This is an optimization exercise on Yosys and OpenROAD, whose aim is small area, not a production implementation.
Function was checked by simulation only, so behaviour that the tests miss may differ from the original.
Power figures rest on the tool's default switching activity, not on a simulated workload.

### design/flow/config.mk
export PLATFORM = sky130hd
export DESIGN_NAME = fp_adder_top
export DESIGN_NICKNAME = fp_adder_top
export VERILOG_FILES = /design/flow/design.v
export SDC_FILE = /design/flow/constraint.sdc
export NUM_CORES = 4
export LEC_CHECK = 0
export CAP_MARGIN = 10
export CORE_MARGIN = 2
export CORE_UTILIZATION = 50
export SETUP_SLACK_MARGIN = -0.5
export SLEW_MARGIN = 10
export SYNTH_HIERARCHICAL = 1
export SYNTH_MINIMUM_KEEP_SIZE = 0
### design/flow/flow/extra_make_args
ADDER_MAP_FILE= SYNTH_INSBUF=0 SYNTH_OPERATIONS_ARGS=-noshare CTS_ARGS='-sink_clustering_enable -repair_clock_nets -buf_list sky130_fd_sc_hd__clkbuf_8 -dont_use_dummy_load'
### design/flow/design.v
module fp_adder_top ( input  wire        clk,
                      input  wire [31:0] a,
                      input  wire [31:0] b,
                      output wire [31:0] s
                    );
  reg  [31:0] a_q, b_q, s_q;
  wire [31:0] s_d;
  always @(posedge clk) begin
    a_q <= a;
    b_q <= b;
    s_q <= s_d;
  end
  fp_adder u_add ( .a(a_q), .b(b_q), .s(s_d) );
  assign s = s_q;
endmodule

module fp_adder ( input  wire [31:0] a ,
                  input  wire [31:0] b ,
                  output wire [31:0] s
                );
wire [7:0]  ea = a[30:23], eb = b[30:23];
wire        sub = a[31] ^ b[31];
wire        hx  = |ea | |eb;            
wire        hy  = |ea & |eb;            
wire        special = ~(|ea[7:1] | |eb[7:1]) & (ea[0] ^ eb[0]);
wire [8:0]  dab = {1'b0, ea} - {1'b0, eb};
wire        ge = ~dab[8] & ((|dab[7:0]) | (a[22:0] >= b[22:0]));
wire [22:0] mxn, myn;
wire [7:0]  exn;
fpa_muxi #(.W(23)) u_mx (.a(a[22:0]), .b(b[22:0]), .s(ge), .sn(~ge), .y(mxn));
fpa_muxi #(.W(23)) u_my (.a(b[22:0]), .b(a[22:0]), .s(ge), .sn(~ge), .y(myn));
fpa_muxi #(.W(8))  u_ex (.a(ea), .b(eb), .s(ge), .sn(~ge), .y(exn));
wire [7:0]  ex = ~exn;
wire [4:0]  ng  = ~dab[4:0] + 5'd1;
wire        bign = ~((dab[8:5] == 4'b1111) & (|dab[4:0])) & (|dab);
wire [4:0]  d5  = ge ? dab[4:0] : ng;
wire        big = ge ? |dab[7:5] : bign;
wire [4:0]  sh  = special ? 5'd0 : (d5 | {5{big}});
wire        sgn = ge ? a[31] : b[31];
wire [25:0] al;
wire        sticky;
fpa_align u_aln (.mn({~hy, myn}), .sh(sh), .q(al), .sticky(sticky));
wire [27:0] u;
fpa_addsub u_add (.hx(hx), .mxn(mxn), .al(al), .sticky(sticky), .sub(sub), .u(u));
wire [4:0]  t;
fpa_lzcap u_lzc (.u(u), .ex(ex), .sub(sub), .t(t));
wire [27:0] rn;
wire        rovf, hp01;
wire [2:0]  tc;
fpa_pround u_prn (.u(u), .sub(sub), .ex(ex), .rn(rn), .rovf(rovf), .tc(tc), .hp01(hp01));
wire [27:0] n1;
fpa_norm u_nrm (.un(rn), .t(t), .n(n1));
wire [7:0]  e2;
fpa_final u_fin (.n26(n1[27]), .ex(ex), .t(t), .rovf(rovf), .tc(tc), .hp01(hp01), .e(e2));
assign s = {sgn, e2, n1[26:4]};
endmodule
module fpa_align ( input wire [23:0] mn, input wire [4:0] sh,
                   output wire [25:0] q, output wire sticky );
wire [4:0]  shn = ~sh;
wire [25:0] r1, r2n, r3, r4n;
fpa_sh #(.W(26), .S(1),  .INV(1), .ZL(2)) u_s1 (.d({mn, 2'b11}), .s(sh[0]), .sn(shn[0]), .q(r1));
fpa_sh #(.W(26), .S(2),  .INV(0), .ZL(1)) u_s2 (.d(r1),  .s(sh[1]), .sn(shn[1]), .q(r2n));
fpa_sh #(.W(26), .S(4),  .INV(1), .ZL(0)) u_s3 (.d(r2n), .s(sh[2]), .sn(shn[2]), .q(r3));
fpa_sh #(.W(26), .S(8),  .INV(0), .ZL(0)) u_s4 (.d(r3),  .s(sh[3]), .sn(shn[3]), .q(r4n));
fpa_sh #(.W(26), .S(16), .INV(1), .ZL(0)) u_s5 (.d(r4n), .s(sh[4]), .sn(shn[4]), .q(q));
assign sticky = (sh[1] & r1[1]) | (sh[2] & ~&r2n[3:0]) | (sh[3] & |r3[7:0]) | (sh[4] & ~&r4n[15:0]);
endmodule
module fpa_norm ( input wire [27:0] un, input wire [4:0] t, output wire [27:0] n );
wire [4:0]  tn = ~t;
wire [27:0] l1, l2n, l3, l4n;
fpa_sh #(.W(28), .S(1),  .INV(1), .LEFT(1), .ZL(2)) u_s1 (.d(un),  .s(t[0]), .sn(tn[0]), .q(l1));
fpa_sh #(.W(28), .S(2),  .INV(0), .LEFT(1), .ZL(2)) u_s2 (.d(l1),  .s(t[1]), .sn(tn[1]), .q(l2n));
fpa_sh #(.W(28), .S(4),  .INV(1), .LEFT(1), .ZL(2)) u_s3 (.d(l2n), .s(t[2]), .sn(tn[2]), .q(l3));
fpa_sh #(.W(28), .S(8),  .INV(0), .LEFT(1), .ZL(2)) u_s4 (.d(l3),  .s(t[3]), .sn(tn[3]), .q(l4n));
fpa_sh #(.W(28), .S(16), .INV(1), .LEFT(1), .ZL(2)) u_s5 (.d(l4n), .s(t[4]), .sn(tn[4]), .q(n));
endmodule
module fpa_sh #(parameter W = 26, parameter S = 1, parameter INV = 0,
                parameter LEFT = 0, parameter ZL = 0)
               ( input wire [W-1:0] d, input wire s, input wire sn, output wire [W-1:0] q );
genvar i;
generate for (i = 0; i < W; i = i + 1) begin : g_b
  localparam integer J = LEFT ? i - S : i + S;
  localparam HAS1 = (J >= 0) && (J < W) && (J >= ZL);
  localparam HAS0 = (i >= ZL);
  if (HAS1 && HAS0) begin : g_m
    fpa_aoi22 u (.a1(d[J]), .a2(s), .b1(d[i]), .b2(sn), .y(q[i]));
  end else if (HAS0) begin : g_0
    if (INV == 0) begin : g_t
      fpa_nand2 u (.a(d[i]), .b(sn), .y(q[i]));
    end else begin : g_i
      fpa_nor2 u (.a(d[i]), .b(s), .y(q[i]));
    end
  end else if (HAS1) begin : g_1
    if (INV == 0) begin : g_t
      fpa_nand2 u (.a(d[J]), .b(s), .y(q[i]));
    end else begin : g_i
      fpa_nor2 u (.a(d[J]), .b(sn), .y(q[i]));
    end
  end else begin : g_c
    assign q[i] = (INV == 0);
  end
end endgenerate
endmodule
module fpa_muxi #(parameter W = 1)
                 ( input wire [W-1:0] a, input wire [W-1:0] b, input wire s, input wire sn,
                   output wire [W-1:0] y );
genvar i;
generate for (i = 0; i < W; i = i + 1) begin : g_b
  fpa_aoi22 u (.a1(a[i]), .a2(s), .b1(b[i]), .b2(sn), .y(y[i]));
end endgenerate
endmodule
module fpa_aoi22 ( input wire a1, input wire a2, input wire b1, input wire b2, output wire y );
assign y = ~((a1 & a2) | (b1 & b2));
endmodule
module fpa_aoi21 ( input wire a1, input wire a2, input wire b, output wire y );
assign y = ~((a1 & a2) | b);
endmodule
module fpa_oai21 ( input wire a1, input wire a2, input wire b1, output wire y );
assign y = ~((a1 | a2) & b1);
endmodule
module fpa_nand2 ( input wire a, input wire b, output wire y );
assign y = ~(a & b);
endmodule
module fpa_nor2 ( input wire a, input wire b, output wire y );
assign y = ~(a | b);
endmodule
module fpa_addsub ( input wire hx, input wire [22:0] mxn, input wire [25:0] al,
                    input wire sticky, input wire sub,
                    output wire [27:0] u );
wire [27:0] aa = {1'b0, hx, ~mxn, 3'b000};
wire [27:0] bb = {1'b0, al, sticky} ^ {28{sub}};
wire [27:0] p = aa ^ bb, g = aa & bb;
wire [28:0] c;
assign c[0] = sub;
genvar i;
generate for (i = 0; i < 26; i = i + 2) begin : g_add
  assign u[i]   = p[i] ^ c[i];
  assign u[i+1] = p[i+1] ^ (g[i] | (p[i] & c[i]));
  assign c[i+2] = g[i+1] | (p[i+1] & g[i]) | (p[i+1] & p[i] & c[i]);
end endgenerate
assign u[26] = p[26] ^ c[26];
assign u[27] = (g[26] | (p[26] & c[26])) & ~sub;    
endmodule
module fpa_lzcap ( input wire [27:0] u, input wire [7:0] ex, input wire sub,
                   output wire [4:0] t );
wire [31:0] x = {u[27:2], 6'b100000};
wire [15:0] v1; wire [15:0] p1;
wire [7:0]  v2; wire [15:0] p2;
wire [3:0]  v3; wire [11:0] p3;
wire [1:0]  v4; wire [7:0]  p4;
genvar j;
generate for (j = 0; j < 16; j = j + 1) begin : l1
  assign v1[j] = x[2*j+1] | x[2*j];
  assign p1[j] = ~x[2*j+1];
end endgenerate
generate for (j = 0; j < 8; j = j + 1) begin : l2
  assign v2[j] = v1[2*j+1] | v1[2*j];
  assign p2[2*j+1:2*j] = v1[2*j+1] ? {1'b0, p1[2*j+1]} : {1'b1, p1[2*j]};
end endgenerate
generate for (j = 0; j < 4; j = j + 1) begin : l3
  assign v3[j] = v2[2*j+1] | v2[2*j];
  assign p3[3*j+2:3*j] = v2[2*j+1] ? {1'b0, p2[4*j+3:4*j+2]} : {1'b1, p2[4*j+1:4*j]};
end endgenerate
generate for (j = 0; j < 2; j = j + 1) begin : l4
  assign v4[j] = v3[2*j+1] | v3[2*j];
  assign p4[4*j+3:4*j] = v3[2*j+1] ? {1'b0, p3[6*j+5:6*j+3]} : {1'b1, p3[6*j+2:6*j]};
end endgenerate
wire [4:0] lz = v4[1] ? {1'b0, p4[7:4]} : {1'b1, p4[3:0]};
wire [7:0] cap = (sub && ex != 8'd0) ? ex : 8'd1;
wire       le  = (|cap[7:5]) | ~(lz > cap[4:0]);
assign t = le ? lz : cap[4:0];
endmodule
module fpa_pround ( input wire [27:0] u, input wire sub, input wire [7:0] ex,
                    output wire [27:0] rn, output wire rovf, output wire [2:0] tc,
                    output wire hp01 );
wire [27:0] r;
assign rn = ~r;
wire t0 = ~sub & u[27];
wire t1 = sub ? (u[26] | (ex[7:1] == 7'd0)) : ~u[27];
wire t2 = sub & ~u[26] & u[25] & (ex[7:1] != 7'd0);
wire rnd0 = u[3] & (u[2] | u[1] | u[4]);
wire rnd1 = u[2] & (u[1] | u[0] | u[3]);
wire rnd2 = u[1] & (u[0] | u[2]);
wire c2 = t2 & rnd2;
wire c3 = (u[2] & c2) | (t1 & rnd1);
wire c4 = (u[3] & c3) | (t0 & rnd0);
assign r[1:0] = u[1:0];
assign r[2] = u[2] ^ c2;
assign r[3] = u[3] ^ c3;
wire [23:0] x = u[27:4];
wire [5:0]  ag;
genvar i;
generate for (i = 0; i < 6; i = i + 1) begin : g_ag
  assign ag[i] = &x[4*i+3:4*i];
end endgenerate
wire [5:0]  pg;                         
assign pg[0] = ag[0];
assign pg[1] = ag[0] & ag[1];
assign pg[2] = pg[1] & ag[2];
assign pg[3] = pg[1] & ag[2] & ag[3];
assign pg[4] = pg[3] & ag[4];
assign pg[5] = pg[3] & ag[4] & ag[5];
wire [5:0]  gc = {pg[4:0], 1'b1} & {6{c4}};
generate for (i = 0; i < 24; i = i + 1) begin : g_bit
  if ((i % 4) == 0) begin : g0
    assign r[4+i] = x[i] ^ gc[i/4];
  end else begin : g1
    assign r[4+i] = x[i] ^ (gc[i/4] & (&x[i-1:(i/4)*4]));
  end
end endgenerate
assign rovf = (t0 & rnd0 & (&u[27:4])) | (t1 & rnd1 & (&u[26:3])) | (t2 & rnd2 & (&u[25:2]));
assign tc = {t2, t1, t0};
assign hp01 = t0 | (t1 & u[26]) | (t2 & u[25]);
endmodule
module fpa_final ( input wire n26, input wire [7:0] ex, input wire [4:0] t,
                   input wire rovf, input wire [2:0] tc, input wire hp01,
                   output wire [7:0] e );
wire        hp = hp01 | (~|tc & n26);
wire [7:0]  e2 = (ex + 8'd1 + rovf) - t;
assign e = e2 & {8{hp}};
endmodule
### design/flow/constraint.sdc
create_clock -name core_clock -period 15.0 [get_ports {clk}]
set_input_delay 3.0000 -clock core_clock [delete_from_list [all_inputs] [get_ports {clk}]]
set_output_delay 3.0000 -clock core_clock [all_outputs]
set_load 0.01 [all_outputs]
### design/flow/standard.sh
#!/bin/bash
# synth_recipe.tcl (not shown) runs the flow's synth.tcl, then flattens the netlist and writes it again
# the make line also repeats each setting of config.mk as NAME=value (left out here)
make -C /OpenROAD-flow-scripts/flow DESIGN_CONFIG=/design/flow/config.mk WORK_HOME=/design/flow/orfs CLKGATE_MAP_FILE= SYNTH_SCRIPT=/design/flow/synth_recipe.tcl "${@:-finish}"
### design/flow/flow/run.sh
#!/bin/bash
# Layout flow: the standard ORFS flow (standard.sh), with these changes:
#  - synthesis maps each module with the ABC script flow/abc_area.script
#    (ABC_AREA=1; the script replaces ORFS's abc_area.script in a scripts
#    folder of links to ORFS's scripts),
#  - port buffers are sky130_fd_sc_hd__buf_1,
set -euo pipefail
F=$(pwd)
mkdir -p "$F/scripts"
for f in "$FLOW_HOME"/scripts/*; do ln -sf "$f" "$F/scripts/"; done
rm -f "$F/scripts/abc_area.script"
cp "$F/flow/abc_area.script" "$F/scripts/abc_area.script"
EXTRA=$(cat "$F/flow/extra_make_args" 2>/dev/null || true)
sed "s#\"\${@:-finish}\"#SCRIPTS_DIR=$F/scripts ABC_AREA=1 BUFFER_PORTS_ARGS='-buffer_cell sky130_fd_sc_hd__buf_1' $EXTRA \"\${@:-finish}\"#" standard.sh > "$F/my_standard.sh"
bash "$F/my_standard.sh" > "$F/flow_make.log" 2>&1
### design/flow/flow/abc_area.script
strash
&get -n
&st
&dch -f
&nf -R 1000 -p
&put
==> impl_metrics.yaml, run 1 <==
sta:
  setup_tns_ns: 0
  finalCritPeriodShare: 0.930
  worst_pin_slew_ns: 0.729
  period_needed_ns: 13.96
  drv_slew: 0
  setup_violations: 0
  timing.final.ws_setup_ns: 1.04
  max_freq_mhz: 71.6
  hold_violations: 0
  clock_skew_ns: 0.0338
  slew_headroom: 0.509
global_route:
  grt_start_max_net_pins: 55
  grtUsageTotal: 0.238
  grt_first_pass_wirelength_mm: 31.2
  antenna_found_initial: 0
  grt_pass1_vias: 6628
  grt_remaining_overflow: 0
worst_setup_path:
  cp_top_family: "compound AO/OA/AOI/OAI gates"
  cp_num_cells: 64
  arrival_ns: 14.24
  ff2ff_path_depth: 64
  worst_path_most_repeated_cell: "a22oi_1"
  worstSetupPathType: "reg -> reg"
  crit_path_start: "a_q[23]"
  crit_buf_inv: 5
  critPathLaunchType: "flop"
  reg2reg_slack_ns: 1.04
  crit_slowest_cell: "or4_1"
  required_ns: 15.28
  slowest_delay_ns: 0.54
  r2r-start: "a_q[23]"
  critPathCapture: "s_q[30]"
  r2r-end: "s_q[30]"
  endpoint_kind: "flop"
  worstPathMaxFanout: 27
power_and_ir_drop:
  irDropWorstVdd_v: 0.0000658
  power.density_mw_per_mm2: 189
  leakagePower_nw: 2.99
placed_design:
  io_buffer_count: 96
  gp_congestion: 0.940
  dp_hpwl_mm: 14.7
  post-place-ws_ns: -0.0219
detailed_routing:
  wirelength_mm: 18.9
  dr.pass1.iters: 5
  drt_iter0_drc: 660
  num_vias: 7435
  wire_per_inst_um: 15.3
  drc: 0
  vias_per_cell: 6.03
  postRouteAntennaNets: 0
clock_tree:
  cts_made_buffers: 9
  clock_latency_ns: 0.39
  ctsHoldBuffers: 0
  cts_tree: "built"
  cts_sinks: 96
  cts-root-buf: "clkbuf_8"
  cts_buffer_depth: 2
  htreeDepth: 3
  clk_pin_slew_ns: 0.10
synthesis:
  syn_inst: 922
  syn-num-nets: 987
  syn_avg_cell_area_sq_um: 7.92
  yosys_warnings: 7
  synth_area_sq_mm: 0.00730
finish:
  nets: 1115
  antennaDiodeCount: 0
  layout-drive-gt1-share: 0.0448
  postLayoutCoreUtil: 0.573
  area_growth_pct: 13.3
  nFillCells: 1405
job:
  drv_cap: 0
die:
  num_rows: 44
  die_x_um: 125
  die_area_sq_mm: 0.0156
  pin_count: 97
  die_height_um: 125
  core_area_sq_mm: 0.0144
  initial_utilization: 0.506
min_path:
  worstHoldPathType: "reg -> reg"
status:
  status: "complete, no violations"
## state kept, by name, indices dropped and copies added, names as in the netlist
name and count:
a_q 32, b_q 32, s_q 32
## report_power, final
group | total [mW] | internal, mW | switching [mW]
sequential | 0.334 | 0.315 | 0.0195
clock | 0.134 | 0.0539 | 0.0803
combinational | 1.09 | 0.419 | 0.673
## cell usage in the layout (no fill, tap or decap), types with 4 or more instances in the layout
cell        n
nand3b_1    6
nand2_1    62
nor2_1     76
nor3b_1     4
o21ai_0    32
a31oi_1     7
nand2b_1   28
maj3_1      9
xor2_1     55
buf_4      20
nor4_1     16
nor3_1     18
dfxtp_1    96
nand4_1    11
buf_1      96
a21oi_2     4
xnor2_1    86
clkinv_1   30
and2_0     10
a21o_1      6
a221oi_1    4
nor2b_1    17
o21ai_1     5
and3_1      6
a22oi_1   247
clkbuf_8    9
a21oi_1    32
nand3_1    17
## area by class of cell
cell class                 instances  area [sq um]  share of cell area
inverter                          33           133              0.0160
clock buffer                       9           124              0.0150
multi-input combinational        792          5320               0.644
timing repair buffer             117           531              0.0642
timing repair inverter             1          7.51            0.000908
sequential                        96          1920               0.232
tap                              184           230              0.0278
## per-stage QoR
step | hold slack [ns] | instances | power (mW) | cell area [sq um]
3_5_place_dp | 0.576 | 1222 | 1.40 | 8080
4_1_cts | 0.602 | 1231 | 1.54 | 8200
2_1_floorplan | 0.455 | 922 | 1.16 | 7310
5_1_grt | 0.622 | 1232 | 1.70 | 8270
3_3_place_gp | 0.574 | 1222 | 1.40 | 8080
6_report | 0.599 | 1232 | 1.56 | 8270
## repair_timing
| item | CTS | global route |
|---|---|---|
| endpoints found under the setup margin | 0 | 31 |
| setup buffers | 0 | 0 |
| gates resized for setup | 0 | 22 |
## how the worst min path moves through the flow
stage               to  depth (start not counted)  slack [ns]     from
6_report       s_q[31]                          1        0.60  a_q[31]
2_1_floorplan  s_q[31]                          1        0.45  a_q[31]
4_1_cts        s_q[31]                          1        0.60  a_q[31]
3_3_place_gp   s_q[31]                          1        0.57  a_q[31]
3_5_place_dp   s_q[31]                          1        0.58  a_q[31]
5_1_grt        s_q[31]                          1        0.62  a_q[31]
## layer usage
layer,GRT usage,up-vias,part of all wire
li1,-,3781,-
met1,0.311,3382,0.47
met2,0.406,229,0.47
met3,0.0369,43,0.041
met4,0.0739,0,0.025
met5,0,-,0
==> run 2, diff against run 1 <==
==> design/flow/flow/abc_area.script (replaced) <==
strash
&get -n
&st
&dch -f
&nf -R 1000
&put
strash
&get -n
&st
&dch -f
&nf -R 1000
&put
--- a/design/flow/config.mk
+++ b/design/flow/config.mk
@@ -8,5 +8,5 @@
 export CAP_MARGIN = 10
 export CORE_MARGIN = 2
-export CORE_UTILIZATION = 50
+export CORE_UTILIZATION = 55
 export SETUP_SLACK_MARGIN = -0.5
 export SLEW_MARGIN = 10
==> run 2 against run 1 <==
Against the previous run: register-to-register slack gained 0.02 ns; combinational power shrank 8%; total power shrank 6.0%; worst setup slack gained 0.017 ns; global-route usage grew 2.7 points; clock-buffer cell count is the same; maximum frequency grew 0.12%; non-clock buffer count grew 2; clock power shrank 3%; largest cell class unchanged; highest routed layer unchanged.
==> impl_metrics.yaml, run 2 <==
status:
  status: "complete, no violations"
detailed_routing:
  drt_iter0_drc: 586
  wire_per_inst_um: 15.5
  vias_per_cell: 6.09
  num_vias: 7444
  postRouteAntennaNets: 0
  drc: 0
  wirelength_mm: 18.9
  dr.pass1.iters: 5
synthesis:
  yosys_warnings: 7
  syn_avg_cell_area_sq_um: 7.85
  synth_area_sq_mm: 0.00725
  syn-num-nets: 988
  syn_inst: 923
finish:
  nFillCells: 1156
  layout-drive-gt1-share: 0.0438
  reg.largest.list: "a_q (32), b_q (32), s_q (32)"
  final_cell_area_sq_mm: 0.00823
  final_cell_mix: "250 x a22oi_1, 96 x dfxtp_1, 96 x buf_1"
  final_common_cell: "a22oi_1"
  antennaDiodeCount: 0
  area_growth_pct: 13.5
  nets: 1118
clock_tree:
  cts_tree: "built"
  clock_latency_ns: 0.38
  cts_buffer_depth: 2
  ctsHoldBuffers: 0
  cts_resized: 0
  clk_pin_slew_ns: 0.09
  htreeDepth: 3
  cts_setup_buffers: 0
  cts-root-buf: "clkbuf_8"
  cts_made_buffers: 9
  cts_sinks: 96
sta:
  clock_skew_ns: 0.0275
  worst_pin_slew_ns: 0.784
  timing.final.ws_setup_ns: 1.06
  slew_headroom: 0.476
  drv_slew: 0
  finalCritPeriodShare: 0.929
  period_needed_ns: 13.94
  hold_violations: 0
  max_freq_mhz: 71.7
  setup_violations: 0
  whs_ns: 0.517
worst_setup_path:
  slowest_delay_ns: 0.62
  reg2reg_slack_ns: 1.06
  crit_slowest_cell: "or4_1"
  worst_path_most_repeated_cell: "a22oi_1"
  required_ns: 15.31
  arrival_ns: 14.25
  worstPathMaxFanout: 29
  critPathLaunchType: "flop"
  endpoint_kind: "flop"
  worstSetupPathType: "reg -> reg"
global_route:
  grt_first_pass_wirelength_mm: 31.2
  grt_start_max_net_pins: 57
  grtUsageTotal: 0.266
  antenna_found_initial: 0
  grt_pass1_vias: 6698
  grt_remaining_overflow: 0
die:
  initial_utilization: 0.570
  die_x_um: 119
  pin_count: 97
  die_height_um: 119
  die_area_sq_mm: 0.0141
  core_area_sq_mm: 0.0127
  num_rows: 41
placed_design:
  dp_hpwl_mm: 14.8
  gp_congestion: 1.06
  post_dp_cell_area_sq_mm: 0.00806
  io_buffer_count: 96
  post-place-ws_ns: 0.602
min_path:
  worstHoldPathType: "reg -> reg"
job:
  drv_cap: 0
power_and_ir_drop:
  leakagePower_nw: 3.04
  switching_share: 0.488
  power.share.clock: 0.089
  power.density_mw_per_mm2: 178
  irDropWorstVdd_v: 0.0000626
  combPwrFrac: 0.683
  internal_power_mw: 0.750
  pwr-share-seq: 0.228
  p_sw_mw: 0.715
==> run 2: layer usage <==
metal / part of all wire / GRT usage
met3: 0.045 / 0.0381
met5: 0 / 0
met1: 0.46 / 0.337
met4: 0.030 / 0.115
met2: 0.47 / 0.448
==> run 2: cell type report <==
class | instances | area (sq um) | share of cell area
Sequential cell | 96 | 1920 | 0.233
Timing Repair Buffer | 119 | 537 | 0.0652
Multi-Input combinational cell | 782 | 5250 | 0.638
Inverter | 44 | 175 | 0.0213
Clock buffer | 9 | 124 | 0.0150
Tap cell | 172 | 215 | 0.0261
Timing Repair inverter | 1 | 5.00 | 0.000608
==> run 2: worst max-delay path: cells and delay by family (launching register included) <==
kind	cells	cell delay [ns]
buffers and inverters	5	1.26
xor gates and xnor gates	1	0.19
and+or+nand+nor	14	2.75
muxes	1	0.40
adders and majority gates	4	1.57
DFF	1	0.35
AOI/OAI and AO/OA	36	7.33
==> run 2: stage by stage <==
step	instances	total power, mW	TNS, ns	utilization
after floorplan	923	1.09	-2.80	-
after global placement	1213	1.31	0	0.634
after detailed placement	1213	1.32	0	0.634
after CTS	1222	1.45	0	0.643
after global routing	1223	1.60	-2.55	0.647
final	1223	1.47	0	0.647
==> run 2: worst paths after layout <==
check,from,to,cells past startpoint
min reg2reg,a_q[31],s_q[31],2
max reg2reg,a_q[23],s_q[30],61
max,a_q[23],s_q[30],61
min,a_q[31],s_q[31],2
==> run 2: power groups by stage <==
| stage | Combinational, mW | Clock (mW) | Sequential [mW] |
|---|---|---|---|
| floorplan | 0.728 | 0 | 0.363 |
| CTS | 0.978 | 0.136 | 0.335 |
| detailed placement | 0.976 | 0 | 0.340 |
| global placement | 0.974 | 0 | 0.340 |
| finish | 1.00 | 0.130 | 0.334 |
| global route | 1.12 | 0.143 | 0.339 |
==> run 3, diff against run 2 <==
==> design/flow/flow/abc_area.script (replaced) <==
strash
&get -n
&st
&dch -f
&nf -R 1000 -p
&put
==> run 3 against run 2 <==
Against the previous run: global-route usage fell by 0.64 points; sequential cell count unchanged; wire length fell by 2.0%; clock-buffer cell count unchanged; largest cell class unchanged; total power grew 5.5%; critical endpoint is now s_q[26]; maximum frequency up 0.13%; synthesized cell count decreased by 0.11%.
==> impl_metrics.yaml, run 3 <==
clock_tree:
  cts_made_buffers: 9
  cts_resized: 0
  cts_setup_buffers: 0
  cts_sinks: 96
  ctsHoldBuffers: 0
  cts_buffer_depth: 2
  cts-root-buf: "clkbuf_8"
  clock_latency_ns: 0.39
  clk_pin_slew_ns: 0.10
  cts_tree: "built"
  htreeDepth: 3
die:
  die_x_um: 119
  pin_count: 97
  die_height_um: 119
  num_rows: 42
  core_area_sq_mm: 0.0131
  die_area_sq_mm: 0.0142
  initial_utilization: 0.558
worst_setup_path:
  r2r-start: "b_q[23]"
  crit_path_start: "b_q[23]"
  reg2reg_slack_ns: 1.08
  arrival_ns: 14.24
  worst_path_most_repeated_cell: "a22oi_1"
  r2r-end: "s_q[26]"
  worstSetupPathType: "reg -> reg"
  ff2ff_path_depth: 68
  slowest_delay_ns: 0.40
  required_ns: 15.32
  endpoint_kind: "flop"
  crit_slowest_cell: "maj3_1"
  worstPathMaxFanout: 24
  critPathLaunchType: "flop"
sta:
  setup_violations: 0
  drv_slew: 0
  hold_violations: 0
  whs_ns: 0.596
  slew_headroom: 0.397
  period_needed_ns: 13.92
  max_freq_mhz: 71.8
  clock_skew_ns: 0.0318
  finalCritPeriodShare: 0.928
  timing.final.ws_setup_ns: 1.08
  worst_pin_slew_ns: 0.896
global_route:
  grtUsageTotal: 0.260
  grt_remaining_overflow: 0
  grt_first_pass_wirelength_mm: 30.2
  grt_start_max_net_pins: 62
  grt_pass1_vias: 6538
  antenna_found_initial: 0
placed_design:
  dp_hpwl_mm: 14.5
  gp_congestion: 0.964
  post-place-ws_ns: -0.00751
  io_buffer_count: 96
  dp_cells: 1209
min_path:
  hp-start: "a_q[31]"
  worstHoldEndpoint: "s_q[31]"
  hold_depth: 1
  worstHoldPathType: "reg -> reg"
detailed_routing:
  drc: 0
  num_vias: 7359
  wirelength_mm: 18.6
  drt_iter0_drc: 488
  postRouteAntennaNets: 0
  dr.pass1.iters: 6
  vias_per_cell: 6.04
  wire_per_inst_um: 15.2
synthesis:
  syn_avg_cell_area_sq_um: 7.92
  synth_area_sq_mm: 0.00730
  syn-num-nets: 987
  yosys_warnings: 7
  syn_inst: 922
finish:
  area_growth_pct: 12.6
  final_cells: 1219
  layout-drive-gt1-share: 0.0403
  nets: 1110
  reg.largest.list: "a_q (32), b_q (32), s_q (32)"
  final_cell_mix: "250 x a22oi_1, 96 x dfxtp_1, 96 x buf_1"
  antennaDiodeCount: 0
  final_common_cell: "a22oi_1"
status:
  status: "complete, no violations"
power_and_ir_drop:
  irDropWorstVdd_v: 0.0000616
  power.density_mw_per_mm2: 188
  leakagePower_nw: 2.97
job:
  drv_cap: 0
## run 3: routing by layer
metal	track usage	part of all wire	vias to the layer above	wire (um)
li1	-	-	3771	-
met1	0.336	0.46	3325	8550
met2	0.430	0.46	213	8610
met3	0.0302	0.038	50	704
met4	0.125	0.038	0	703
met5	0	0	-	0
## run 3: area by class of cell
type / count / area, sq um
Sequential cell: 96 / 1920
Fill cell: 1276 / 4870
Timing Repair inverter: 1 / 7.51
Multi-Input combinational cell: 792 / 5320
Tap cell: 176 / 220
Clock buffer: 9 / 124
Inverter: 33 / 136
Timing Repair Buffer: 112 / 488
## run 3: worst max-delay path by stage
stage	endpoint	slack, ns	depth (start not counted)
after floorplan	s_q[26]	-0.27	61
after global placement	s_q[26]	0.36	67
after detailed placement	s_q[30]	-0.008	68
after CTS	s_q[26]	-0.09	68
after global routing	s_q[26]	-0.49	68
final	s_q[26]	1.08	68
## run 3: stage by stage
step / area [sq um] / power, mW / utilization / TNS [ns]
CTS: 8150 / 1.52 / 0.623 / -0.205
floorplan: 7310 / 1.16 / - / -1.65
global route: 8220 / 1.69 / 0.628 / -3.07
detailed placement: 8030 / 1.39 / 0.614 / -0.0108
finish: 8220 / 1.55 / 0.628 / 0
global placement: 8030 / 1.39 / 0.614 / 0
## run 3: worst max-delay path: cells and delay by family (launching register included)
family / cells / cell delay [ns]
AO/OA/AOI/OAI: 32 / 6.30
AND/OR/NAND/NOR: 29 / 5.40
buffers and inverters: 2 / 0.38
adder cells (fa/ha/maj): 2 / 0.79
XOR/XNOR: 3 / 0.58
flip-flops: 1 / 0.35
## run 3: where the power goes
| group | switching (mW) | internal, mW |
|---|---|---|
| registers | 0.0195 | 0.315 |
| clock network | 0.0789 | 0.0538 |
| logic | 0.666 | 0.413 |
==> run 4, diff against run 3 <==
--- a/design/flow/config.mk
+++ b/design/flow/config.mk
@@ -9,5 +9,5 @@
 export CORE_MARGIN = 2
 export CORE_UTILIZATION = 55
-export SETUP_SLACK_MARGIN = -0.5
+export SETUP_SLACK_MARGIN = -0.3
 export SLEW_MARGIN = 10
 export SYNTH_HIERARCHICAL = 1
==> run 4 against run 3 <==
Against the previous run: cell count unchanged; wire length shrank 0.42%; synthesized area is the same; design area grew 0.34%; register-to-register slack improved by 0.13 ns; clock skew barely moved; clock power is essentially flat; clock-buffer cell count stayed put; critical path depth up 1; largest cell class unchanged.
==> impl_metrics.yaml, run 4 <==
detailed_routing:
  vias_per_cell: 6.05
  dr.pass1.iters: 6
  wire_per_inst_um: 15.2
  postRouteAntennaNets: 0
  num_vias: 7381
  drc: 0
  drt_iter0_drc: 510
  wirelength_mm: 18.5
placed_design:
  io_buffer_count: 96
  gp_congestion: 0.964
  post_dp_cell_area_sq_mm: 0.00803
  post-place-ws_ns: -0.00751
  dp_hpwl_mm: 14.5
  dp_cells: 1209
clock_tree:
  cts_sinks: 96
  ctsHoldBuffers: 0
  htreeDepth: 3
  cts_setup_buffers: 0
  cts_buffer_depth: 2
  clock_latency_ns: 0.39
  cts_tree: "built"
  cts_made_buffers: 9
  cts_resized: 0
  cts-root-buf: "clkbuf_8"
  clk_pin_slew_ns: 0.10
finish:
  postLayoutCoreUtil: 0.630
  multiInputGateArea_sq_mm: 0.00534
  area_growth_pct: 12.9
  reg.largest.list: "a_q (32), b_q (32), s_q (32)"
  regArea_sq_mm: 0.00192
  final_cell_area_sq_mm: 0.00825
  antennaDiodeCount: 0
  final_common_cell: "a22oi_1"
  layout-drive-gt1-share: 0.0451
  final_cell_mix: "250 x a22oi_1, 96 x dfxtp_1, 96 x buf_1"
  final_cells: 1219
  nFillCells: 1275
  nets: 1110
die:
  die_x_um: 119
  num_rows: 42
  die_height_um: 119
  core_area_sq_mm: 0.0131
  pin_count: 97
  die_area_sq_mm: 0.0142
  initial_utilization: 0.558
worst_setup_path:
  arrival_ns: 14.10
  endpoint_kind: "flop"
  worstPathMaxFanout: 12
  crit_slowest_cell: "maj3_1"
  critPathLaunchType: "flop"
  worst_path_most_repeated_cell: "a22oi_1"
  slowest_delay_ns: 0.40
  required_ns: 15.31
  ff2ff_path_depth: 69
  worstSetupPathType: "reg -> reg"
global_route:
  grt_pass1_vias: 6538
  grtUsageTotal: 0.260
  grt_remaining_overflow: 0
  grt_first_pass_wirelength_mm: 30.2
  antenna_found_initial: 0
  grt_start_max_net_pins: 62
sta:
  hold_violations: 0
  period_needed_ns: 13.79
  drv_slew: 0
  finalCritPeriodShare: 0.919
  slew_headroom: 0.393
  setup_violations: 0
  setup_tns_ns: 0
  worst_pin_slew_ns: 0.903
  max_freq_mhz: 72.5
  whs_ns: 0.596
  clock_skew_ns: 0.0318
  timing.final.ws_setup_ns: 1.21
job:
  drv_cap: 0
synthesis:
  syn-num-nets: 987
  syn_inst: 922
  syn_avg_cell_area_sq_um: 7.92
  yosys_warnings: 7
  synth_area_sq_mm: 0.00730
power_and_ir_drop:
  fin_total_pwr_mw: 1.55
  power.density_mw_per_mm2: 188
  leakagePower_nw: 2.98
  irDropWorstVdd_v: 0.0000618
min_path:
  hold_depth: 1
  worstHoldPathType: "reg -> reg"
status:
  status: "complete, no violations"
[run 4: final cells by class]
class,count,share of cell area
Timing Repair Buffer,112,0.0596
Clock buffer,9,0.0150
Inverter,33,0.0165
Timing Repair inverter,1,0.000910
Sequential cell,96,0.233
Tap cell,176,0.0267
Multi-Input combinational cell,792,0.648
[run 4: per-layer routing]
metal | GRT usage | vias to the layer above | part of all wire
li1 | - | 3764 | -
met1 | 0.336 | 3335 | 0.45
met2 | 0.430 | 236 | 0.47
met3 | 0.0302 | 46 | 0.041
met4 | 0.125 | 0 | 0.038
met5 | 0 | - | 0
[run 4: critical path: cells and delay by family, from the launching register on]
family                   cells  cell delay (ns)
flip-flops                   1             0.35
AND/OR/NAND/NOR             29             5.02
adder cells (fa/ha/maj)      3             1.14
AO/OA/AOI/OAI               33             6.47
buffers and inverters        2             0.39
XOR/XNOR                     2             0.35
[run 4: final timing paths]
check / from / to / slack, ns
max: b_q[23] / s_q[26] / 1.21
min: a_q[31] / s_q[31] / 0.60
max reg2reg: b_q[23] / s_q[26] / 1.21
min reg2reg: a_q[31] / s_q[31] / 0.60
[run 4: power breakdown]
group          switching [mW]  total, mW  internal, mW
sequential             0.0195      0.334         0.315
combinational           0.666       1.08         0.415
clock                  0.0781      0.132        0.0538
==> run 5, diff against run 4 <==
--- a/design/flow/config.mk
+++ b/design/flow/config.mk
@@ -9,5 +9,6 @@
 export CORE_MARGIN = 2
 export CORE_UTILIZATION = 55
-export SETUP_SLACK_MARGIN = -0.3
+export GPL_ROUTABILITY_DRIVEN = 0
+export SETUP_SLACK_MARGIN = -0.7
 export SLEW_MARGIN = 10
 export SYNTH_HIERARCHICAL = 1
==> run 5 against run 4 <==
Against the previous run: sequential share of layout area unchanged; utilization unchanged; non-clock buffer count increased by 11; die area unchanged; synthesized cell count unchanged; clock skew about the same; clock power about the same; maximum frequency decreased by 1.8%; worst setup slack got worse by 0.25 ns; sequential power about the same; first-iteration DRC count increased by 29%; register-to-register slack got worse by 0.25 ns.
==> impl_metrics.yaml, run 5 <==
status:
  status: "complete, no violations"
power_and_ir_drop:
  irDropWorstVdd_v: 0.0000662
  pwr-share-seq: 0.216
  p_sw_mw: 0.762
  combPwrFrac: 0.698
  leakagePower_nw: 3.01
  power.share.clock: 0.086
  switching_share: 0.491
  internal_power_mw: 0.790
  power.density_mw_per_mm2: 188
  fin_total_pwr_mw: 1.55
worst_setup_path:
  crit_slowest_cell: "maj3_1"
  endpoint_kind: "flop"
  ff2ff_path_depth: 67
  required_ns: 15.28
  worstSetupPathType: "reg -> reg"
  r2r-start: "b_q[23]"
  slowest_delay_ns: 0.40
  worstPathMaxFanout: 24
  r2r-end: "s_q[30]"
  critPathLaunchType: "flop"
  worst_path_most_repeated_cell: "a22oi_1"
  arrival_ns: 14.32
  reg2reg_slack_ns: 0.96
sta:
  period_needed_ns: 14.04
  worst_pin_slew_ns: 0.680
  drv_slew: 0
  max_freq_mhz: 71.2
  whs_ns: 0.607
  setup_violations: 0
  finalCritPeriodShare: 0.936
  hold_violations: 0
  timing.final.ws_setup_ns: 0.960
  slew_headroom: 0.535
  clock_skew_ns: 0.0318
finish:
  final_common_cell: "a22oi_1"
  nFillCells: 1218
  antennaDiodeCount: 0
  final_cell_mix: "250 x a22oi_1, 96 x dfxtp_1, 96 x buf_1"
  nets: 1120
  layout-drive-gt1-share: 0.0427
  reg.largest.list: "a_q (32), b_q (32), s_q (32)"
  area_growth_pct: 12.9
  postLayoutCoreUtil: 0.630
die:
  die_x_um: 119
  pin_count: 97
  die_height_um: 119
  initial_utilization: 0.558
  die_area_sq_mm: 0.0142
  num_rows: 42
  core_area_sq_mm: 0.0131
global_route:
  grtUsageTotal: 0.265
  grt_pass1_vias: 6739
  grt_remaining_overflow: 0
  grt_first_pass_wirelength_mm: 31.3
  antenna_found_initial: 0
  grt_start_max_net_pins: 55
clock_tree:
  clock_latency_ns: 0.38
  cts_buffer_depth: 2
  cts_tree: "built"
  cts_setup_buffers: 0
  htreeDepth: 3
  clk_pin_slew_ns: 0.10
  cts-root-buf: "clkbuf_8"
  cts_sinks: 96
  cts_made_buffers: 9
placed_design:
  post-place-ws_ns: 0.731
  dp_hpwl_mm: 14.5
  io_buffer_count: 96
synthesis:
  syn-num-nets: 987
  syn_inst: 922
  yosys_warnings: 7
  syn_avg_cell_area_sq_um: 7.92
  synth_area_sq_mm: 0.00730
detailed_routing:
  wirelength_mm: 18.5
  postRouteAntennaNets: 0
  drc: 0
  num_vias: 7460
  dr.pass1.iters: 7
  wire_per_inst_um: 15.0
  drt_iter0_drc: 656
  vias_per_cell: 6.07
min_path:
  worstHoldPathType: "reg -> reg"
  hp-start: "a_q[31]"
  worstHoldEndpoint: "s_q[31]"
  hold_depth: 1
job:
  drv_cap: 0
## run 5: cell types whose count changed in the layout (fill, tap and decap cells not counted), moves of 2 or more
cell / previous run / this run
a21oi_1: 32 / 34
a21oi_4: 2 / 0
buf_4: 13 / 27
buf_6: 3 / 0
clkinvlp_4: 4 / 2
nor2b_1: 15 / 17
nor2b_2: 3 / 1
o21ai_0: 31 / 37
o21ai_1: 4 / 1
o21ai_2: 3 / 0
## run 5: cell type report
class                   instances  area (sq um)  area share
flip-flops and latches         96          1920       0.233
well taps                     176           220      0.0267
repair buffers                123           563      0.0683
clock buffers                   9           124      0.0150
inverters                      33           133      0.0161
multi-input cells             792          5280       0.641
## run 5: critical path: cells and delay by family (launching register included)
family | cells | cell delay, ns
compound gates | 32 | 6.18
xor+xnor | 2 | 0.40
fa+ha+maj | 3 | 1.02
buf+inv | 2 | 0.42
flops | 1 | 0.35
simple gates | 28 | 5.56
## run 5: through the flow
stage	instance area [sq um]	cells	setup TNS [ns]
after detailed placement	8110	1220	0
after CTS	8230	1229	0
after global routing	8250	1229	-5.09
final	8250	1229	0
after global placement	8110	1220	0
after floorplan	7300	922	-3.92
## run 5: layer usage
layer	share of wire	GRT usage	vias to the layer above
met5	0	0	-
met4	0.029	0.101	0
met3	0.042	0.0292	41
met2	0.47	0.454	216
met1	0.45	0.342	3425
li1	-	-	3778
## run 5: worst max-delay path by stage
stage	slack, ns	startpoint	cells past startpoint	to
6_report	0.96	b_q[23]	67	s_q[30]
5_1_grt	-0.64	b_q[23]	67	s_q[30]
4_1_cts	0.69	b_q[23]	67	s_q[30]
3_5_place_dp	0.73	b_q[23]	67	s_q[30]
3_3_place_gp	1.15	b_q[23]	68	s_q[26]
2_1_floorplan	-0.55	b_q[23]	62	s_q[26]
## run 5: power by group through the flow
stage	Combinational [mW]	Sequential, mW	Clock, mW
floorplan	0.799	0.363	0
global placement	1.06	0.340	0
detailed placement	1.06	0.342	0
CTS	1.07	0.336	0.139
global route	1.21	0.341	0.148
finish	1.08	0.335	0.134
## run 5: timing repair
| item | in CTS | in global routing |
|---|---|---|
| setup endpoints to repair | 0 | 8 |
| hold buffers | 0 | 0 |
| gates resized for setup | 0 | 4 |
==> run 6, diff against run 5 <==
==> design/flow/flow/abc_area.script (replaced) <==
strash
dc2
&get -n
&st
&dch -f
&nf -R 1000 -p
&put
--- a/design/flow/config.mk
+++ b/design/flow/config.mk
@@ -10,5 +10,5 @@
 export CORE_UTILIZATION = 55
 export GPL_ROUTABILITY_DRIVEN = 0
-export SETUP_SLACK_MARGIN = -0.7
+export SETUP_SLACK_MARGIN = -0.5
 export SLEW_MARGIN = 10
 export SYNTH_HIERARCHICAL = 1
==> run 6 against run 5 <==
Against the previous run: clock skew shrank 0.0039 ns; first-iteration DRC count grew 2.3%; sequential share of layout area shrank 0.45 points; global-route usage shrank 0.22 points.
==> impl_metrics.yaml, run 6 <==
status:
  status: "complete, no violations"
placed_design:
  dp_cells: 1223
  post-place-ws_ns: -0.0628
  dp_hpwl_mm: 14.6
  io_buffer_count: 96
clock_tree:
  cts-root-buf: "clkbuf_8"
  cts_made_buffers: 9
  htreeDepth: 3
  cts_tree: "built"
  ctsHoldBuffers: 0
  cts_sinks: 96
  cts_buffer_depth: 2
  clk_pin_slew_ns: 0.09
  clock_latency_ns: 0.38
detailed_routing:
  num_vias: 7794
  drt_iter0_drc: 671
  dr.pass1.iters: 7
  wire_per_inst_um: 15.6
  wirelength_mm: 19.5
  drc: 0
  vias_per_cell: 6.25
  postRouteAntennaNets: 0
worst_setup_path:
  worstPathMaxFanout: 27
  crit_slowest_cell: "maj3_1"
  ff2ff_path_depth: 79
  arrival_ns: 14.77
  critPathLaunchType: "flop"
  worst_path_most_repeated_cell: "o21a_1"
  required_ns: 15.30
  slowest_delay_ns: 0.40
  worstSetupPathType: "reg -> reg"
  endpoint_kind: "flop"
die:
  pin_count: 97
  die_area_sq_mm: 0.0140
  die_x_um: 118
  die_height_um: 118
  initial_utilization: 0.567
  num_rows: 41
  core_area_sq_mm: 0.0127
power_and_ir_drop:
  pwr-share-seq: 0.230
  p_sw_mw: 0.701
  fin_total_pwr_mw: 1.44
  internal_power_mw: 0.741
  combPwrFrac: 0.678
  leakagePower_nw: 3.02
  irDropWorstVdd_v: 0.0000650
  power.density_mw_per_mm2: 172
  switching_share: 0.486
  power.share.clock: 0.092
finish:
  final_common_cell: "a22oi_1"
  nets: 1142
  reg.largest.list: "a_q (32), b_q (32), s_q (32)"
  area_growth_pct: 17.1
  layout-drive-gt1-share: 0.0847
  final_cells: 1247
  final_cell_mix: "239 x a22oi_1, 115 x nor2_1, 96 x dfxtp_1, 96 x buf_1, 59 x xnor2_1"
  antennaDiodeCount: 0
sta:
  period_needed_ns: 14.48
  drv_slew: 0
  clock_skew_ns: 0.0279
  worst_pin_slew_ns: 0.704
  hold_violations: 0
  slew_headroom: 0.527
  timing.final.ws_setup_ns: 0.525
  setup_violations: 0
  finalCritPeriodShare: 0.965
  setup_tns_ns: 0
  max_freq_mhz: 69.1
global_route:
  grt_use_met3: 0.0309
  grt_util_met1: 0.341
  top_usage_layer: "met2"
  globalRouteMet2Util: 0.441
  grtUsageTotal: 0.263
  grt_pass1_vias: 6639
  grt_remaining_overflow: 0
  grt_start_max_net_pins: 55
  antenna_found_initial: 0
  grt_first_pass_wirelength_mm: 30.7
synthesis:
  yosys_warnings: 7
  syn-num-nets: 999
  syn_inst: 934
  syn_avg_cell_area_sq_um: 7.69
  synth_area_sq_mm: 0.00718
min_path:
  hold_depth: 1
  worstHoldPathType: "reg -> reg"
job:
  drv_cap: 0
run 6: worst max-delay path, delay by kind of cell (launching register included):
family | cells | cell delay [ns]
and+or+nand+nor | 20 | 3.13
buffers and inverters | 5 | 0.98
xor gates and xnor gates | 1 | 0.19
adders and majority gates | 5 | 1.72
DFF | 1 | 0.33
AOI/OAI and AO/OA | 48 | 8.04
run 6: per-stage QoR:
step | utilization | hold slack (ns) | area [sq um]
6_report | 0.663 | 0.598 | 8410
5_1_grt | 0.663 | 0.626 | 8410
4_1_cts | 0.640 | 0.608 | 8110
3_5_place_dp | 0.630 | 0.586 | 7990
3_3_place_gp | 0.630 | 0.582 | 7990
2_1_floorplan | - | 0.455 | 7210
run 6: cell type report:
cell class	instances	area [sq um]
fillers	1169	4260
well taps	172	215
repair inverters	7	50.0
multi-input cells	791	5290
inverters	46	193
repair buffers	126	617
clock buffers	9	124
flip-flops and latches	96	1920
run 6: repair_timing:
action	CTS	global route
setup endpoints to repair	0	31
buffers inserted	0	9
hold endpoints to repair	0	0
gates resized for setup	0	57
run 6: power groups by stage:
stage / clock (mW) / sequential [mW] / combinational [mW]
3_3_place_gp: 0 / 0.337 / 0.910
6_report: 0.133 / 0.331 / 0.978
4_1_cts: 0.137 / 0.332 / 0.916
3_5_place_dp: 0 / 0.338 / 0.913
5_1_grt: 0.146 / 0.337 / 1.08
2_1_floorplan: 0 / 0.360 / 0.684
run 6: layer usage:
metal	routed length, um	vias up
met5	0	-
met4	691	0
met3	975	53
met2	9180	288
met1	8660	3579
li1	-	3874
run 6: final timing paths:
kind,startpoint,slack [ns],to
worst max register to register,a_q[0],0.52,s_q[30]
worst min register to register,a_q[31],0.60,s_q[31]
worst min-delay path,a_q[31],0.60,s_q[31]
worst max-delay path,a_q[0],0.52,s_q[30]
==> run 7, diff against run 6 <==
==> design/flow/flow/abc_area.script (replaced) <==
strash
&get -n
&st
&dch -f
&nf -R 1000 -p
&put
==> run 7 against run 6 <==
Against the previous run: clock-buffer cell count unchanged; sequential power barely moved; design area down 2.4%; sequential share of layout area is 0.55 points higher; cell count is 2.1% lower; largest power group unchanged.
==> impl_metrics.yaml, run 7 <==
worst_setup_path:
  worstPathMaxFanout: 24
  arrival_ns: 14.48
  ff2ff_path_depth: 67
  r2r-end: "s_q[26]"
  reg2reg_slack_ns: 0.83
  worst_path_most_repeated_cell: "a22oi_1"
  critPathLaunchType: "flop"
  crit_slowest_cell: "maj3_1"
  cp_num_cells: 67
  required_ns: 15.31
  cp_top_family: "compound AO/OA/AOI/OAI gates"
  slowest_delay_ns: 0.39
  worstSetupPathType: "reg -> reg"
  endpoint_kind: "flop"
  crit_buf_inv: 2
  r2r-start: "b_q[23]"
detailed_routing:
  postRouteAntennaNets: 0
  wirelength_mm: 18.2
  num_vias: 7337
  wire_per_inst_um: 14.9
  drc: 0
  vias_per_cell: 6.01
  drt_iter0_drc: 608
  dr.pass1.iters: 5
clock_tree:
  cts_tree: "built"
  ctsHoldBuffers: 0
  cts_made_buffers: 9
  cts-root-buf: "clkbuf_8"
  cts_buffer_depth: 2
  htreeDepth: 3
  clock_latency_ns: 0.38
  clk_pin_slew_ns: 0.09
  cts_sinks: 96
global_route:
  grt_pass1_vias: 6475
  grtUsageTotal: 0.259
  grt_start_max_net_pins: 55
  grt_remaining_overflow: 0
  grt_first_pass_wirelength_mm: 30.3
  antenna_found_initial: 0
finish:
  antennaDiodeCount: 0
  final_common_cell: "a22oi_1"
  area_growth_pct: 12.4
  reg.largest.list: "a_q (32), b_q (32), s_q (32)"
  final_cell_mix: "250 x a22oi_1, 96 x dfxtp_1, 96 x buf_1"
  postLayoutCoreUtil: 0.627
  nets: 1112
  layout-drive-gt1-share: 0.0383
power_and_ir_drop:
  leakagePower_nw: 2.98
  power.density_mw_per_mm2: 188
  irDropWorstVdd_v: 0.0000624
  fin_total_pwr_mw: 1.54
die:
  pin_count: 97
  die_x_um: 119
  core_area_sq_mm: 0.0131
  die_height_um: 119
  initial_utilization: 0.558
  num_rows: 42
  die_area_sq_mm: 0.0142
min_path:
  hold_depth: 1
  hp-start: "a_q[31]"
  worstHoldEndpoint: "s_q[31]"
  worstHoldPathType: "reg -> reg"
synthesis:
  syn_avg_cell_area_sq_um: 7.92
  syn_inst: 922
  synth_area_sq_mm: 0.00730
  syn-num-nets: 987
  yosys_warnings: 7
status:
  status: "complete, no violations"
sta:
  clock_skew_ns: 0.0301
  period_needed_ns: 14.17
  hold_violations: 0
  finalCritPeriodShare: 0.944
  max_freq_mhz: 70.6
  drv_slew: 0
  worst_pin_slew_ns: 0.745
  slew_headroom: 0.499
  setup_violations: 0
job:
  drv_cap: 0
placed_design:
  dp_hpwl_mm: 14.3
  io_buffer_count: 96
-- run 7: power by group --
part / internal, mW / switching [mW]
Clock: 0.0538 / 0.0778
Sequential: 0.315 / 0.0192
Combinational: 0.414 / 0.661
Total: 0.782 / 0.758
-- run 7: cell type report --
type | instances | area, sq um
multi-input cells | 792 | 5310
fillers | 1287 | 4880
flip-flops and latches | 96 | 1920
repair buffers | 114 | 495
well taps | 176 | 220
inverters | 33 | 133
clock buffers | 9 | 124
repair inverters | 1 | 7.51
-- run 7: timing repair --
action	in CTS	in global routing
setup endpoints to repair	0	28
buffers inserted	0	0
resized for setup	0	13
-- run 7: worst register-to-register path: cells and delay by family (launching register included) --
kind / cells / cell delay, ns
xor gates and xnor gates: 2 / 0.34
adders and majority gates: 3 / 1.00
AOI/OAI and AO/OA: 32 / 6.40
DFF: 1 / 0.35
and+or+nand+nor: 28 / 5.59
buffers and inverters: 2 / 0.37
-- run 7: per-stage QoR --
stage / cell area, sq um / setup TNS, ns / instances / setup WS (ns) / hold WS, ns
6_report: 8210 / 0 / 1221 / 0.833 / 0.605
3_3_place_gp: 8040 / 0 / 1211 / 0.341 / 0.569
2_1_floorplan: 7310 / -1.65 / 922 / -0.266 / 0.455
4_1_cts: 8170 / 0 / 1220 / 0.0716 / 0.610
5_1_grt: 8210 / -3.09 / 1221 / -0.498 / 0.652
3_5_place_dp: 8040 / 0 / 1211 / 0.125 / 0.581
-- run 7: how the worst max path moves through the flow --
stage	end	from
floorplan	s_q[26]	b_q[23]
global placement	s_q[26]	b_q[23]
detailed placement	s_q[26]	b_q[23]
CTS	s_q[26]	b_q[23]
global route	s_q[26]	a_q[24]
finish	s_q[26]	b_q[23]
-- run 7: layer usage --
layer  GRT usage  up-vias  wire [um]
li1            -     3768          -
met1       0.334     3326       8240
met2       0.446      210       8750
met3      0.0311       33        843
met4      0.0923        0        405
met5           0        -          0
==> run 8, diff against run 7 <==
==> design/flow/flow/abc_area.script (replaced) <==
strash
&get -n
&st
&dc2
&dch -f
&nf -R 1000 -p -C 32 -F 8
&put
==> run 8 against run 7 <==
Against the previous run: non-clock buffer count rose by 14; clock skew fell by 0.0056 ns; critical path depth rose by 6; maximum frequency fell by 2.0%; clock-buffer cell count did not move; synthesized area fell by 1.8%; global-route usage fell by 0.10 points; register-to-register slack got worse by 0.29 ns; via count rose by 5.4%; worst setup slack got worse by 0.29 ns; design area rose by 4.1%; sequential share of layout area fell by 0.90 points; critical path type unchanged.
==> impl_metrics.yaml, run 8 <==
sta:
  max_freq_mhz: 69.2
  finalCritPeriodShare: 0.964
  setup_violations: 0
  slew_headroom: 0.526
  clock_skew_ns: 0.0245
  hold_violations: 0
  setup_tns_ns: 0
  drv_slew: 0
  timing.final.ws_setup_ns: 0.545
  worst_pin_slew_ns: 0.706
  whs_ns: 0.596
  period_needed_ns: 14.45
worst_setup_path:
  r2r-end: "s_q[30]"
  critPathLaunchType: "flop"
  ff2ff_path_depth: 73
  required_ns: 15.28
  r2r-start: "b_q[23]"
  worst_path_most_repeated_cell: "o21a_1"
  crit_slowest_cell: "or4_1"
  worstSetupPathType: "reg -> reg"
  arrival_ns: 14.74
  reg2reg_slack_ns: 0.55
  worstPathMaxFanout: 12
  slowest_delay_ns: 0.59
  endpoint_kind: "flop"
finish:
  final_cell_area_sq_mm: 0.00855
  final_cells: 1244
  antennaDiodeCount: 0
  final_common_cell: "a22oi_1"
  area_growth_pct: 19.2
  layout-drive-gt1-share: 0.101
  nets: 1139
  final_cell_mix: "223 x a22oi_1, 110 x nor2_1, 96 x buf_1"
  reg.largest.list: "a_q (32), b_q (32), s_q (32)"
  nFillCells: 1127
  postLayoutCoreUtil: 0.675
detailed_routing:
  wire_per_inst_um: 16.0
  wirelength_mm: 19.9
  dr.pass1.iters: 7
  postRouteAntennaNets: 0
  num_vias: 7734
  vias_per_cell: 6.22
  drt_iter0_drc: 613
  drc: 0
die:
  num_rows: 41
  initial_utilization: 0.566
  pin_count: 97
  die_area_sq_mm: 0.0140
  core_area_sq_mm: 0.0127
  die_x_um: 118
  die_height_um: 118
power_and_ir_drop:
  power.density_mw_per_mm2: 175
  fin_total_pwr_mw: 1.50
  irDropWorstVdd_v: 0.0000675
  leakagePower_nw: 3.06
clock_tree:
  clock_latency_ns: 0.38
  htreeDepth: 3
  clk_pin_slew_ns: 0.09
  cts_sinks: 96
  cts_made_buffers: 9
  cts_buffer_depth: 2
  cts_tree: "built"
  ctsHoldBuffers: 0
  cts-root-buf: "clkbuf_8"
placed_design:
  post-place-ws_ns: -0.383
  dp_hpwl_mm: 14.2
  post_dp_cell_area_sq_mm: 0.00795
  dp_cells: 1206
  io_buffer_count: 96
job:
  drv_cap: 0
synthesis:
  yosys_warnings: 7
  syn-num-nets: 988
  syn_avg_cell_area_sq_um: 7.77
  synth_area_sq_mm: 0.00717
  syn_inst: 923
min_path:
  hold_depth: 1
  worstHoldPathType: "reg -> reg"
  worstHoldEndpoint: "s_q[31]"
  hp-start: "a_q[31]"
global_route:
  grtUsageTotal: 0.258
  grt_remaining_overflow: 0
  grt_first_pass_wirelength_mm: 30.2
  grt_pass1_vias: 6606
  grt_start_max_net_pins: 56
  antenna_found_initial: 0
status:
  status: "complete, no violations"
run 8: layout make-up:
cell class | instances | area [sq um] | share of cell area
flip-flops and latches | 96 | 1920 | 0.225
inverters | 50 | 219 | 0.0256
multi-input cells | 777 | 5350 | 0.626
repair buffers | 128 | 636 | 0.0744
well taps | 172 | 215 | 0.0252
repair inverters | 12 | 82.6 | 0.00966
clock buffers | 9 | 124 | 0.0145
run 8: routing by layer:
| metal | global-route usage | vias up | wire [um] |
|---|---|---|---|
| met5 | 0 | - | 0 |
| met4 | 0.115 | 0 | 858 |
| met3 | 0.0401 | 81 | 1170 |
| met2 | 0.427 | 314 | 9310 |
| met1 | 0.332 | 3486 | 8580 |
| li1 | - | 3853 | - |
run 8: worst max-delay path: cells and delay by family, from the launching register on:
family | cells | cell delay (ns)
buf+inv | 6 | 1.01
fa+ha+maj | 6 | 2.23
xor+xnor | 2 | 0.33
compound gates | 40 | 7.51
flops | 1 | 0.34
simple gates | 19 | 2.92
run 8: where the power goes:
part	internal, mW	total [mW]	switching (mW)
Clock	0.0537	0.129	0.0751
Combinational	0.394	1.04	0.643
Sequential	0.313	0.331	0.0186
run 8: worst max-delay path by stage:
stage	start	slack, ns	endpoint	cells past startpoint
after floorplan	b_q[23]	-0.46	s_q[30]	66
after global placement	a_q[23]	-0.03	s_q[30]	73
after detailed placement	a_q[23]	-0.38	s_q[30]	73
after CTS	a_q[23]	-0.44	s_q[30]	73
after global routing	b_q[23]	-0.63	s_q[30]	75
final	b_q[23]	0.55	s_q[30]	73
run 8: repair_timing:
| action | 4_1_cts | 5_1_grt |
|---|---|---|
| buffers inserted | 0 | 15 |
| endpoints found under the setup margin | 0 | 31 |
| gates resized for setup | 0 | 71 |
==> run 9, diff against run 8 <==
==> design/flow/flow/abc_area.script (replaced) <==
strash
&get -n
&st
&dc2
&dch -f
&nf -R 1000 -p -C 32 -F 8
&put
strash
&get -n
&st
&dc2
&dch -f
&nf -R 1000 -p -C 32 -F 8
&put
==> run 9 against run 8 <==
Against the previous run: global-route usage grew 3.3 points; register-to-register slack gained 0.05 ns; clock power is essentially flat; sequential power is essentially flat.
==> impl_metrics.yaml, run 9 <==
power_and_ir_drop:
  switching_share: 0.479
  internal_power_mw: 0.694
  pwr-share-seq: 0.248
  leakagePower_nw: 2.97
  p_sw_mw: 0.639
  irDropWorstVdd_v: 0.000106
  combPwrFrac: 0.652
  power.density_mw_per_mm2: 162
  power.share.clock: 0.099
clock_tree:
  cts_tree: "built"
  cts-root-buf: "clkbuf_8"
  clk_pin_slew_ns: 0.09
  clock_latency_ns: 0.39
  cts_made_buffers: 9
  cts_sinks: 96
  ctsHoldBuffers: 0
  htreeDepth: 3
  cts_buffer_depth: 2
global_route:
  grt_pass1_vias: 6398
  grt_start_max_net_pins: 51
  grt_first_pass_wirelength_mm: 31.8
  grtUsageTotal: 0.292
  grt_remaining_overflow: 0
  antenna_found_initial: 0
finish:
  layout-drive-gt1-share: 0.0724
  final_cell_area_sq_mm: 0.00822
  nets: 1117
  final_common_cell: "a22oi_1"
  nFillCells: 1193
  area_growth_pct: 16.8
  final_cell_mix: "245 x a22oi_1, 103 x nor2_1, 96 x dfxtp_1, 96 x buf_1, 62 x nand2_1"
  regArea_sq_mm: 0.00192
  multiInputGateArea_sq_mm: 0.00511
  antennaDiodeCount: 0
  reg.largest.list: "a_q (32), b_q (32), s_q (32)"
detailed_routing:
  wire_per_inst_um: 16.1
  num_vias: 7639
  met1_length_mm: 9.74
  vias_per_cell: 6.25
  drt_iter0_drc: 879
  top_layer: "met4"
  wl_met3_mm: 1.48
  wl_met2_mm: 8.15
  drc: 0
  wirelength_mm: 19.7
  postRouteAntennaNets: 0
  dr.pass1.iters: 6
sta:
  drv_slew: 0
  setup_violations: 0
  finalCritPeriodShare: 0.961
  hold_violations: 0
  period_needed_ns: 14.41
  whs_ns: 0.615
  clock_skew_ns: 0.0206
  slew_headroom: 0.496
  worst_pin_slew_ns: 0.751
  max_freq_mhz: 69.4
  setup_tns_ns: 0
synthesis:
  syn-num-nets: 980
  syn_avg_cell_area_sq_um: 7.70
  yosys_warnings: 7
  synth_area_sq_mm: 0.00704
  syn_inst: 915
die:
  die_area_sq_mm: 0.0137
  num_rows: 41
  die_height_um: 117
  core_area_sq_mm: 0.0126
  initial_utilization: 0.560
  pin_count: 97
  die_x_um: 117
job:
  drv_cap: 0
placed_design:
  dp_hpwl_mm: 15.1
  io_buffer_count: 96
  post_dp_cell_area_sq_mm: 0.00789
worst_setup_path:
  crit_slowest_cell: "a22oi_1"
  worst_path_most_repeated_cell: "o21a_1"
  slowest_delay_ns: 0.41
  cp_top_family: "compound AO/OA/AOI/OAI gates"
  endpoint_kind: "flop"
  critPathLaunchType: "flop"
  r2r-end: "s_q[30]"
  reg2reg_slack_ns: 0.59
  crit_buf_inv: 7
  ff2ff_path_depth: 76
  r2r-start: "a_q[23]"
  arrival_ns: 14.65
  worstSetupPathType: "reg -> reg"
  worstPathMaxFanout: 50
  critPathCapture: "s_q[30]"
  cp_num_cells: 76
  crit_path_start: "a_q[23]"
  required_ns: 15.24
status:
  status: "complete, no violations"
min_path:
  worstHoldPathType: "reg -> reg"
run 9: changes by cell type in the layout (fill, tap and decap cells not counted), moves of 7 or more:
cell        change
nor2_1          -7
clkinvlp_4     -10
maj3_1          -8
xnor2_1        -12
a22oi_1        +22
a22oi_2        -20
run 9: per-layer routing:
metal / up-vias / global-route usage
met5: - / 0
met4: 0 / 0.0839
met3: 23 / 0.0566
met2: 299 / 0.423
met1: 3502 / 0.436
li1: 3815 / -
run 9: repair_timing:
| action | 4_1_cts | 5_1_grt |
|---|---|---|
| resized for setup | 0 | 44 |
| buffers inserted | 0 | 4 |
| endpoints found under the setup margin | 0 | 31 |
run 9: metrics by stage:
stage	util	setup slack (ns)	cells	power (mW)
after floorplan	-	-0.496	915	0.962
after detailed placement	0.627	-0.0749	1206	1.16
after global placement	0.627	0.400	1206	1.16
after global routing	0.654	-0.578	1222	1.46
final	0.654	0.592	1222	1.33
after CTS	0.637	-0.185	1215	1.30
run 9: worst min-delay path by stage:
stage            start  endpoint  slack [ns]  cells past startpoint
2_1_floorplan  b_q[31]   s_q[31]        0.46                      1
3_3_place_gp   a_q[31]   s_q[31]        0.60                      1
3_5_place_dp   a_q[31]   s_q[31]        0.60                      1
4_1_cts        a_q[31]   s_q[31]        0.63                      1
5_1_grt        a_q[31]   s_q[31]        0.64                      1
6_report       a_q[31]   s_q[31]        0.62                      1
run 9: power by group through the flow:
stage | Clock, mW | Combinational, mW | Sequential (mW)
after floorplan | 0 | 0.603 | 0.359
after global placement | 0 | 0.826 | 0.336
after detailed placement | 0 | 0.824 | 0.338
after CTS | 0.136 | 0.829 | 0.332
after global routing | 0.146 | 0.970 | 0.340
final | 0.132 | 0.870 | 0.331
run 9: area by class of cell:
cell class              instances  area share
multi-input cells             765       0.622
flip-flops and latches         96       0.234
repair buffers                123      0.0733
inverters                      54      0.0274
well taps                     172      0.0262
clock buffers                   9      0.0151
repair inverters                3     0.00243

[re-timing with driven ports]
The flow's constraints put no driver on any port. The routed layouts listed below were extracted and timed again, unchanged, in two steps.
Step 1 (the two cells are an assumption about what drives the block):
set clk [get_ports {clk}]
set_driving_cell -lib_cell sky130_fd_sc_hd__clkbuf_16 $clk
set_driving_cell -lib_cell sky130_fd_sc_hd__buf_2 [delete_from_list [all_inputs] $clk]
Step 2, shift: input delay + t, output delay - t, t = (earliest + latest rising clock arrival at the registers) / 2. This alone moves slack from input paths to output paths.
a / b / c = ideal / step 1 / step 2; a / b = the first two.
run | t, ns | slack for setup (ns) | worst setup path at the end | latest minus earliest clock arrival (ns) | worst slew at a driven data input, ns
run 1 | 0.410 | 1.043 / 1.043 / 1.043 | register to register | 0.033 / 0.034 | 0.03
run 2 | 0.407 | 1.060 / 1.060 / 1.060 | register to register | 0.028 / 0.028 | 0.03
run 3 | 0.414 | 1.078 / 1.078 / 1.078 | register to register | 0.032 / 0.032 | 0.03
run 4 | 0.409 | 1.209 / 1.209 / 1.209 | register to register | 0.032 / 0.032 | 0.03
run 5 | 0.400 | 0.960 / 0.960 / 0.960 | register to register | 0.032 / 0.032 | 0.04
run 6 | 0.405 | 0.525 / 0.525 / 0.525 | register to register | 0.028 / 0.028 | 0.03
run 7 | 0.407 | 0.833 / 0.833 / 0.833 | register to register | 0.031 / 0.031 | 0.03
run 8 | 0.403 | 0.545 / 0.545 / 0.545 | register to register | 0.027 / 0.027 | 0.04
run 9 | 0.415 | 0.592 / 0.592 / 0.592 | register to register | 0.021 / 0.021 | 0.03
After both steps every run listed still meets setup and hold.
